Background: an optimization exercise with open tools, aiming at small area. Do not read the settings as production practice. The RTL was checked by simulation tests, not by an equivalence proof against the original design. Power is estimated from default activity; no workload was simulated.

==> flow/design.v <==
module w25_spi_master (
input clk,rst,
output reg  pin_mosi,pin_sclk,
input pin_miso,
input wr,
output busy,
input [7:0] din,
output reg [7:0] dout 
);
reg [1:0] d ; always @ (posedge clk) if (rst) d<=0; else d<=(d[1])?0:(d+1);
wire move = d == 0; 
reg [7:0] st ;
reg [7:0] out_r8; always@(posedge clk)  if (wr&st==10) out_r8 <= din ;
reg [7:0] in_r8 ; always@(posedge clk)  if (st==116  ) dout <= in_r8 ;
reg  pin_miso_r ; always@(posedge clk)  if (d==1) pin_miso_r<= pin_miso;
always@(posedge clk)  if (rst) st<=0; else case(st)
0  :  begin  st <= 10 ; pin_mosi<=0;pin_sclk<=0;end  
10 : begin   pin_mosi<=0;pin_sclk<=0; if (  wr  ) st<=20  ;end  
20 :   if ( move ) st<=21  ;
21 :   if ( move ) st<=100 ; 
100: begin   pin_sclk<=0;      pin_mosi<=  out_r8[7] ;  if (move) st<=st+1 ;    end 
101: begin   pin_sclk<=1;      pin_mosi<=  out_r8[7] ;  in_r8[7] <= pin_miso_r;if (move) st<=st+1 ;    end 
102: begin   pin_sclk<=0;      pin_mosi<=  out_r8[6] ;  if (move) st<=st+1 ;    end 
103: begin   pin_sclk<=1;      pin_mosi<=  out_r8[6] ;  in_r8[6] <= pin_miso_r;if (move) st<=st+1 ;    end 
104: begin   pin_sclk<=0;      pin_mosi<=  out_r8[5] ;  if (move) st<=st+1 ;    end 
105: begin   pin_sclk<=1;      pin_mosi<=  out_r8[5] ;  in_r8[5] <= pin_miso_r;if (move) st<=st+1 ;    end 
106: begin   pin_sclk<=0;      pin_mosi<=  out_r8[4] ;  if (move) st<=st+1 ;    end 
107: begin   pin_sclk<=1;      pin_mosi<=  out_r8[4] ;  in_r8[4] <= pin_miso_r;if (move) st<=st+1 ;    end 
108: begin   pin_sclk<=0;      pin_mosi<=  out_r8[3] ;  if (move) st<=st+1 ;    end 
109: begin   pin_sclk<=1;      pin_mosi<=  out_r8[3] ;  in_r8[3] <= pin_miso_r;if (move) st<=st+1 ;    end 
110: begin   pin_sclk<=0;      pin_mosi<=  out_r8[2] ;  if (move) st<=st+1 ;    end 
111: begin   pin_sclk<=1;      pin_mosi<=  out_r8[2] ;  in_r8[2] <= pin_miso_r;if (move) st<=st+1 ;    end 
112: begin   pin_sclk<=0;      pin_mosi<=  out_r8[1] ;  if (move) st<=st+1 ;    end 
113: begin   pin_sclk<=1;      pin_mosi<=  out_r8[1] ;  in_r8[1] <= pin_miso_r;if (move) st<=st+1 ;    end 
114: begin   pin_sclk<=0;      pin_mosi<=  out_r8[0] ;  if (move) st<=st+1 ;    end 
115: begin   pin_sclk<=1;      pin_mosi<=  out_r8[0] ;  in_r8[0] <= pin_miso_r;if (move) st<=st+1 ;    end 
116: begin   pin_sclk<=0; if (move)  st<=st+1;end 
117: begin                if (move)  st<=10; end
default st<=0;
endcase
assign busy = (wr==1) || (st!=10) ;
endmodule 
module async_transmitter(
	input clk,
	input rst,
	input TxD_start,
	input [7:0] TxD_data,
	output TxD,
	output TxD_busy
);
parameter ClkFrequency = 33333*1000;  
parameter Baud = 115200;
generate
endgenerate
wire BitTick;
BaudTickGen #(ClkFrequency, Baud) tickgen(.clk(clk), .rst(rst), .enable(TxD_busy), .tick(BitTick));
reg [3:0] TxD_state;
wire TxD_ready = (TxD_state==0);
assign TxD_busy =  ( ~ TxD_ready ) | TxD_start ;  
reg [7:0] TxD_shift;
always @(posedge clk)
if(rst) begin
	TxD_shift <= 0;
	TxD_state <= 0;
end else
begin
	if(TxD_ready & TxD_start)
		TxD_shift <= TxD_data;
	else
	if(TxD_state[3] & BitTick)
		TxD_shift <= (TxD_shift >> 1);
	case(TxD_state)
		4'b0000: if(TxD_start) TxD_state <= 4'b0100;
		4'b0100: if(BitTick) TxD_state <= 4'b1000;   
		4'b1000: if(BitTick) TxD_state <= 4'b1001;   
		4'b1001: if(BitTick) TxD_state <= 4'b1010;   
		4'b1010: if(BitTick) TxD_state <= 4'b1011;   
		4'b1011: if(BitTick) TxD_state <= 4'b1100;   
		4'b1100: if(BitTick) TxD_state <= 4'b1101;   
		4'b1101: if(BitTick) TxD_state <= 4'b1110;   
		4'b1110: if(BitTick) TxD_state <= 4'b1111;   
		4'b1111: if(BitTick) TxD_state <= 4'b0010;   
		4'b0010: if(BitTick) TxD_state <= 4'b0011;   
		4'b0011: if(BitTick) TxD_state <= 4'b0000;   
		default: if(BitTick) TxD_state <= 4'b0000;
	endcase
end
assign TxD = (TxD_state<4) | (TxD_state[3] & TxD_shift[0]);   
endmodule
module async_receiver(
	input clk,
	input rst,
	input RxD,
	output reg RxD_data_ready,
	output reg [7:0] RxD_data,   
	output RxD_idle,   
	output reg RxD_endofpacket   
);
parameter ClkFrequency = 33333*1000;  
parameter Baud = 115200;
parameter Oversampling = 8;   
generate 
endgenerate
reg [3:0] RxD_state;
wire OversamplingTick;
BaudTickGen #(ClkFrequency, Baud, Oversampling) tickgen(.clk(clk), .rst(rst), .enable(1'b1), .tick(OversamplingTick));
reg [1:0] RxD_sync;
always @(posedge clk) if(rst) RxD_sync <= 2'b11; else if(OversamplingTick) RxD_sync <= {RxD_sync[0], RxD};
reg [1:0] Filter_cnt;
reg RxD_bit;
always @(posedge clk)
if(rst) begin
	Filter_cnt <= 2'b11;
	RxD_bit <= 1'b1;
end else
if(OversamplingTick)
begin
	if(RxD_sync[1]==1'b1 && Filter_cnt!=2'b11) Filter_cnt <= Filter_cnt + 1'd1;
	else 
	if(RxD_sync[1]==1'b0 && Filter_cnt!=2'b00) Filter_cnt <= Filter_cnt - 1'd1;
	if(Filter_cnt==2'b11) RxD_bit <= 1'b1;
	else
	if(Filter_cnt==2'b00) RxD_bit <= 1'b0;
end
function integer log2(input integer v); begin log2=0; while(v>>log2) log2=log2+1; end endfunction
localparam l2o = log2(Oversampling);
reg [l2o-2:0] OversamplingCnt;
always @(posedge clk) if(rst) OversamplingCnt <= 0; else if(OversamplingTick) OversamplingCnt <= (RxD_state==0) ? 1'd0 : OversamplingCnt + 1'd1;
wire sampleNow = OversamplingTick && (OversamplingCnt==Oversampling/2-1);
always @(posedge clk)
if(rst) RxD_state <= 4'b0000; else
case(RxD_state)
	4'b0000: if(~RxD_bit) RxD_state <=     4'b0001 ;   
	4'b0001: if(sampleNow) RxD_state <= 4'b1000;   
	4'b1000: if(sampleNow) RxD_state <= 4'b1001;   
	4'b1001: if(sampleNow) RxD_state <= 4'b1010;   
	4'b1010: if(sampleNow) RxD_state <= 4'b1011;   
	4'b1011: if(sampleNow) RxD_state <= 4'b1100;   
	4'b1100: if(sampleNow) RxD_state <= 4'b1101;   
	4'b1101: if(sampleNow) RxD_state <= 4'b1110;   
	4'b1110: if(sampleNow) RxD_state <= 4'b1111;   
	4'b1111: if(sampleNow) RxD_state <= 4'b0010;   
	4'b0010: if(sampleNow) RxD_state <= 4'b0000;   
	default: RxD_state <= 4'b0000;
endcase
always @(posedge clk)
if(rst) RxD_data <= 0; else
if(sampleNow && RxD_state[3]) RxD_data <= {RxD_bit, RxD_data[7:1]};
always @(posedge clk)
if(rst) RxD_data_ready <= 0; else
begin
	RxD_data_ready <= (sampleNow && RxD_state==4'b0010 && RxD_bit);   
end
reg [l2o+1:0] GapCnt;
always @(posedge clk) if (rst) GapCnt<=0; else if (RxD_state!=0) GapCnt<=0; else if(OversamplingTick & ~GapCnt[log2(Oversampling)+1]) GapCnt <= GapCnt + 1'h1;
assign RxD_idle = GapCnt[l2o+1];
always @(posedge clk) if (rst) RxD_endofpacket <= 0; else RxD_endofpacket <= OversamplingTick & ~GapCnt[l2o+1] & &GapCnt[l2o:0];
endmodule
module ASSERTION_ERROR();
endmodule
module BaudTickGen(
	input clk, rst, enable,
	output tick   
);
parameter ClkFrequency = 25000000;
parameter Baud = 115200;
parameter Oversampling = 1;
function integer log2(input integer v); begin log2=0; while(v>>log2) log2=log2+1; end endfunction
localparam AccWidth = log2(ClkFrequency/Baud)+8;   
reg [AccWidth:0] Acc;
localparam ShiftLimiter = log2(Baud*Oversampling >> (31-AccWidth));   
localparam Inc = ((Baud*Oversampling << (AccWidth-ShiftLimiter))+(ClkFrequency>>(ShiftLimiter+1)))/(ClkFrequency>>ShiftLimiter);
always @(posedge clk) if(rst) Acc <= 0; else if(enable) Acc <= Acc[AccWidth-1:0] + Inc[AccWidth:0]; else Acc <= Inc[AccWidth:0];
assign tick = Acc[AccWidth];
endmodule
module uart_burn_spi_flash (
input clk,rxd,rst ,
output txd,
input spi_miso,
output spi_mosi,spi_sck,
input [31:0]in32,
output reg [31:0] out32 
);
parameter ClkFrequency = 33333*1000;  
parameter Baud = 115200*8; 
reg [7:0] st ;
reg [15:0] c,len ;
wire tx_busy, spi_master_busy ;
wire [7:0] rx_u8 ;
wire rx_ready ;
always @ (posedge clk) if (rst) st<=0; else case (st)
0 : st <=5 ;
5 : st<=10 ; 
10 : if (rx_ready) st <= ( rx_u8=='h55)?11:5; 
11 : if (rx_ready) st <= ( rx_u8=='haa)?12:5; 
12 : if (rx_ready) st <= ( rx_u8=='h5a)?13:5; 
13 : if (rx_ready) case (rx_u8)
     20: st<=20 ;    
	  30: st<=30 ;    
	  40: st<=40 ;    
	  50: st<=50 ;    
	  60: st<=60 ;    
	  default st<= 5;endcase 
	  20: if (rx_ready) st<=21;  
	  21: if (rx_ready) st<=22;  
	  22: if (rx_ready) st<=23;  
	  23: if (rx_ready) st<=24;  
	  24: st <= 25 ;
	  25: st <= 26 ;
	  26: st <= 27 ;  
	  27: st <= 5  ;
	  30: if (~tx_busy) st <= 31 ;  
	  31: if (~tx_busy) st <= 32 ;  
	  32: if (~tx_busy) st <= 33 ;  
	  33: if (~tx_busy) st <= 34 ;  
	  34: st <= 35 ;
	  35: st <= 36 ;
	  36: st <= 37 ;
	  37: st <= 5  ;
	  40 : if (rx_ready) st<=41;
	  41 : st<=42;  
	  42 : if (~spi_master_busy) st<=43;
	  43 : if (~tx_busy) st<=44;
	  44: st <= 45 ;
	  45: st <= 5  ;
	  50: if (rx_ready) st <= 51 ;  
	  51: if (rx_ready) st <= 52 ;  
	  52: st <= 53 ;
	  53:  if (rx_ready)  st<=54;     
      54:  if (~spi_master_busy) st<=55;
	  55:  st<=56; 
	  56:  if (c == len )  st<=59 ;else st<=53;
	  58:  st<= 59;
	  59:  st<= 5;
	  60: if ( rx_ready ) st <= 61 ;  
	  61: if ( rx_ready ) st <= 62 ;  
	  62: if (~spi_master_busy) st <= 63 ; 
	  63: if (~spi_master_busy) st<=65;
	  65: if (~tx_busy) st<=70 ;
	  70: if (c==len) st<=71;else st<=62 ;
	  71: st<=5;
	  default st <= 0 ; 
	  endcase 
reg spi_wr ;
reg [7:0] spi_din ;
always@(posedge clk) if (rst) out32[8*3+7:8*3+0] <= 8'hff; else if (st==20 && rx_ready==1)out32[8*3+7:8*3+0] <= rx_u8;
always@(posedge clk) if (rst) out32[8*2+7:8*2+0] <= 8'hff; else if (st==21 && rx_ready==1)out32[8*2+7:8*2+0] <= rx_u8;
always@(posedge clk) if (rst) out32[8*1+7:8*1+0] <= 8'hff; else if (st==22 && rx_ready==1)out32[8*1+7:8*1+0] <= rx_u8;
always@(posedge clk) if (rst) out32[8*0+7:8*0+0] <= 8'hff; else if (st==23 && rx_ready==1)out32[8*0+7:8*0+0] <= rx_u8;
always@(posedge clk ) case (st) 50,60 : c <= 0 ;55 : c <= c + 1 ;62 : if (~spi_master_busy) c<=1+c; endcase  
always@(posedge clk ) case (st) 50,60:if (rx_ready)  len[15:8] <= rx_u8;   endcase 
always@(posedge clk ) case (st) 51,61:if (rx_ready)  len[7:0] <= rx_u8;    endcase 
always@(posedge clk ) case (st) 
40,53:   begin spi_wr<=rx_ready;spi_din<=rx_u8 ; end  
62   :   begin spi_wr<= ~spi_master_busy ; spi_din<= 8'hff ; end  
default  begin spi_wr<=0; end
endcase 
reg [7:0]  tx_d;
reg tx_wr ;
wire [7:0] spi_q;
always@(posedge clk) case (st)
30 : begin tx_wr<=~tx_busy; tx_d<= in32[8*3+7:8*3+0] ;end   
31 : begin tx_wr<=~tx_busy; tx_d<= in32[8*2+7:8*2+0] ;end   
32 : begin tx_wr<=~tx_busy; tx_d<= in32[8*1+7:8*1+0] ;end   
33 : begin tx_wr<=~tx_busy; tx_d<= in32[8*0+7:8*0+0] ;end   
65 : begin tx_wr<=~tx_busy; tx_d<= spi_q ;end   
43  : begin tx_wr<=~tx_busy; tx_d<= spi_q ;end      
default  tx_wr <= 0; endcase 
w25_spi_master w25_spi_master (
.clk       (  clk      ) , 
.rst       (  rst      ) , 
.pin_mosi  (  spi_mosi ) , 
.pin_sclk  (  spi_sck  ) , 
.pin_miso  (  spi_miso ) , 
.wr        (  spi_wr   ) , 
.busy      (  spi_master_busy ) ,
.din       (  spi_din  ) , 
.dout      (  spi_q    )   
);
async_transmitter #(  .ClkFrequency(ClkFrequency) ,.Baud(Baud))  async_transmitter (
	.clk(clk),
	.rst(rst),
	.TxD_start(tx_wr),
	.TxD_data(tx_d),
	.TxD(txd),
	.TxD_busy(tx_busy)
);
async_receiver #(  .ClkFrequency(ClkFrequency) ,.Baud(Baud))  async_receiver(
	.clk(clk),
	.rst(rst),
	.RxD(rxd),
	.RxD_data_ready (rx_ready),
	.RxD_data(rx_u8)   
 );
endmodule
==> flow/run.sh <==
#!/bin/bash
# synth_recipe.tcl (not shown) runs the flow's synth.tcl, then flattens the netlist and writes it again
# the make line also repeats each setting of config.mk as NAME=value (left out here)
make -C /OpenROAD-flow-scripts/flow DESIGN_CONFIG=/design/flow/config.mk WORK_HOME=/design/flow/orfs CLKGATE_MAP_FILE= SYNTH_SCRIPT=/design/flow/synth_recipe.tcl finish
==> flow/config.mk <==
export PLATFORM = sky130hd
export DESIGN_NAME = uart_burn_spi_flash
export DESIGN_NICKNAME = uart_burn_spi_flash
export VERILOG_FILES = /design/flow/design.v
export SDC_FILE = /design/flow/constraint.sdc
export NUM_CORES = 4
export LEC_CHECK = 0
export CAP_MARGIN = 20
export CORE_MARGIN = 2
export CORE_UTILIZATION = 40
export PLACE_DENSITY = 0.6
export SLEW_MARGIN = 20
==> flow/constraint.sdc <==
create_clock -name core_clock -period 5.0 [get_ports {clk}]
set_input_delay 1.0000 -clock core_clock [delete_from_list [all_inputs] [get_ports {clk}]]
set_output_delay 1.0000 -clock core_clock [all_outputs]
set_load 0.01 [all_outputs]
==> key figures <==
Status
  • Outcome: timing/DRC/antenna clean

CTS
  • CTS Hold Bufs: 0
  • Sink Count: 186
  • CTS clock-pin slew for the worst setup and hold paths: around 0.070 ns
  • H-tree depth: 4
  • Root buf cell: clkbuf_16
  • Post_cts resized: 0
  • Clock latency (worst-skew pair): 0.44 ns
  • Clk buf depth: 2
  • Total CTS buffers: 17
  • CTS tree: done
  • Setup bufs post-CTS: 0

Hold path
  • Worst Hold Launch: w25_spi_master.in_r8[5]
  • Hold Path Class: reg -> reg
  • Worst hold path depth: 0
  • Hold Path Sink: w25_spi_master.dout[5]

Logic synthesis
  • Post-Syn Nets: around 1100
  • Unique masters post-synth: 79
  • Post-synth top cells: 146 x nand2_1, 131 x nor2_1, 111 x dfxtp_1, 75 x edfxtp_1, 52 x a21oi_1
  • Synth area leaders: edfxtp_1 24%, dfxtp_1 24%, nand2_1 5.8%
  • Largest area contributor in the netlist: edfxtp_1
  • Mapped Area: 9440 sq um
  • Seq/Total Area, Yosys: 47.4%
  • #FFs+latches synth: approximately 190
  • Most frequent cell after synthesis: nand2_1
  • Top cell type's share of synthesized area: 23.8%
  • Asr flop ratio synth: 0%
  • Top FF cell, synth: dfxtp_1
  • Post-synth EDFFs: 75
  • Ys Warns: 6
  • Synthesized instance count: 1044
  • Mapped Avg Cell Area: about 9 sq um

Critical path
  • Endpoint type of the worst setup path: output pin
  • Worst stage delay on the critical path: 0.57 ns
  • FF-to-FF Start: st[4]
  • Worst R2R Setup Slack: 2.53 ns
  • Critical path arrival: 1.66 ns
  • Reg2reg end: tx_d[7]
  • Worst path required time: 4.00 ns
  • Startpoint types: register
  • CP Cell Sequence: nand2_1, o21ai_0, clkdlybuf4s50_1
  • Setup CP Type: reg -> out
  • Worst reg2reg path depth: 5
  • CP max FO: 10
  • Cell with the largest stage delay on the worst path: clkdlybuf4s50_1

Timing
  • Crit share post-route: 53.3%
  • WHS: 0.418 ns
  • Setup violations, final: 0
  • Fin. max-slew vios: 0
  • Final Hold Fails: 0
  • Slew @ Worst Pin: 1.02 ns
  • RSZ-0062 raised after global routing: no
  • Max_slew headroom: 31.3%
  • Skew final: 0.0136 ns
  • Setup TNS: 0 ns
  • Crit path time final: 2.66 ns
  • FMAX: 375 MHz

Route
  • DRC errors left: 0
  • WL per Instance: 15.7 microns
  • Vias per cell: 5.37
  • Vias after detailed routing: 7550
  • Final wirelength: 22.1 mm
  • First drt pass iteration count: 6
  • Post-route ant nets: 0
  • DR iter-0 viols: 686

Placement
  • Input/output buffers: 70
  • DP HPWL: 15.0 mm
  • Placed inst area: 10300 sq um
  • Placer Congestion: 0.937

Cells and area
  • Diodes inserted: 0
  • Layout cells sized above 1: between 6 and 7%
  • Area grow syn2layout: 15.8%
  • Final Instance Area: around 11000 sq um
  • # nets final: 1123

Floorplanning
  • I/O pins: 71
  • Core Rows: 56
  • Die X: 158 microns
  • Die height: approximately 160 microns
  • DIE AREA: 24900 sq um
  • Initial core utilization: 40.5%
  • CORE AREA: 23300 sq um

Global route
  • Initial antenna violation count: 0
  • Largest net degree at the start of global routing: 64
  • Global-route wire length before repair: 36.3 mm
  • All-Layer GR Usage: 18.3%
  • Grt ovf: 0
  • Vias in the first global route: 7220

Power
  • P_leak: 4.05 nW
  • Power per cell area: 319 nW/um^2
  • Peak supply drop: a little over 200 uV

Run
  • Max-Cap Viols: 0
## stage by stage
step                setup slack [ns]  utilization (%)  std cells  power [mW]
finish                          2.34             46.9       1406        3.49
global route                    2.19             46.9       1406        3.63
CTS                             2.27             46.9       1406        3.51
detailed placement              2.54             44.3       1374        2.12
global placement                2.56             44.3       1374        2.12
floorplan                       2.48                -       1044        2.01
## registers in the layout (all words and copies together) (netlist names), 7 cells and up
register,flops
st,7
w25_spi_master.dout,8
len,16
w25_spi_master.in_r8,8
c,16
async_receiver.RxD_data,8
spi_din,8
w25_spi_master.st,8
async_transmitter.tickgen.Acc,15
async_receiver.tickgen.Acc,12
tx_d,8
out32,32
w25_spi_master.out_r8,8
async_transmitter.TxD_shift,8
## final cells by class
type / instances / area [sq um]
multi-input cells: 767 / 4590
repair buffers: 78 / 768
clock buffers: 21 / 493
well taps: 319 / 399
clock inverters: 11 / 120
inverters: 24 / 90.1
flip-flops and latches: 186 / 4470
fillers: 2207 / 12400
## cells by family after synthesis
family                   share of synthesized area, %
buffers and inverters                            3.99
flip-flops                                       47.4
multiplexers                                     1.40
other                                          0.0397
AND/OR/NAND/NOR                                  27.1
AO/OA/AOI/OAI                                    13.4
adder cells (fa/ha/maj)                          1.72
XOR/XNOR                                         5.01
## layer usage
metal	global-route usage [%]	vias up	part of all wire, %
li1	-	3773	-
met1	23.6	3553	45
met2	30.1	185	48
met3	3.75	39	4.2
met4	6.88	0	2.2
met5	0	-	0
## report_power, final
group | internal [mW] | switching (mW) | total (mW)
clock | 0.777 | 0.616 | 1.39
combinational | 0.178 | 0.269 | 0.448
sequential | 1.61 | 0.0390 | 1.65
total | 2.56 | 0.924 | 3.49
## cells in the final DEF (no fill, tap or decap), types with 21 or more instances in the layout
| master | n |
|---|---|
| edfxtp_1 | 75 |
| xor2_1 | 42 |
| nor3_1 | 21 |
| nand2_1 | 146 |
| dfxtp_1 | 111 |
| nand3_1 | 25 |
| nand3b_1 | 37 |
| inv_1 | 24 |
| nor2_1 | 131 |
| o21ai_0 | 31 |
| clkdlybuf4s50_1 | 69 |
| a21oi_1 | 52 |
## worst max-delay path, delay by kind of cell, from the launching register on
kind / cells / cell delay, ns
flip-flops: 1 / 0.48
AO/OA/AOI/OAI: 1 / 0.10
buffers and inverters: 1 / 0.57
AND/OR/NAND/NOR: 1 / 0.07
## worst max path at each step
stage	cells after the start	slack (ns)	to	start
6_report	3	2.34	txd	async_transmitter.TxD_state[3]
5_1_grt	3	2.19	txd	async_transmitter.TxD_state[3]
4_1_cts	3	2.27	txd	async_transmitter.TxD_state[3]
3_5_place_dp	5	2.54	tx_d[7]	st[4]
3_3_place_gp	7	2.56	st[3]	st[6]
2_1_floorplan	6	2.48	c[0]	w25_spi_master.st[4]

-- afterwards: timing with drivers on the ports --
How much do the figures lean on ideal ports? The routed layout below was timed once more, with nothing changed but the port constraints. Step 1 assumes that a clkbuf_16 drives the clock port and a buf_2 every other input. Step 2 moves the port delays by t, midway between the first and last clock arrival at a register: inputs arrive t later, outputs are due t later. That takes back most of the time a late clock gives input paths. a / b / c = ideal / step 1 / step 2; a / b = the first two.
t, ns: 0.479
setup slack, ns: 2.337 / 2.291 / 2.529
worst hold slack (ns): 0.418 / 0.418 / 0.418
clock arrival spread, ns: 0.014 / 0.014
worst register clock-pin slew, ns: 0.08 / 0.08
After both steps setup and hold are still met in this run. For this run, drivers alone change the setup slack by -0.046 ns; drivers and shift together by +0.192 ns.
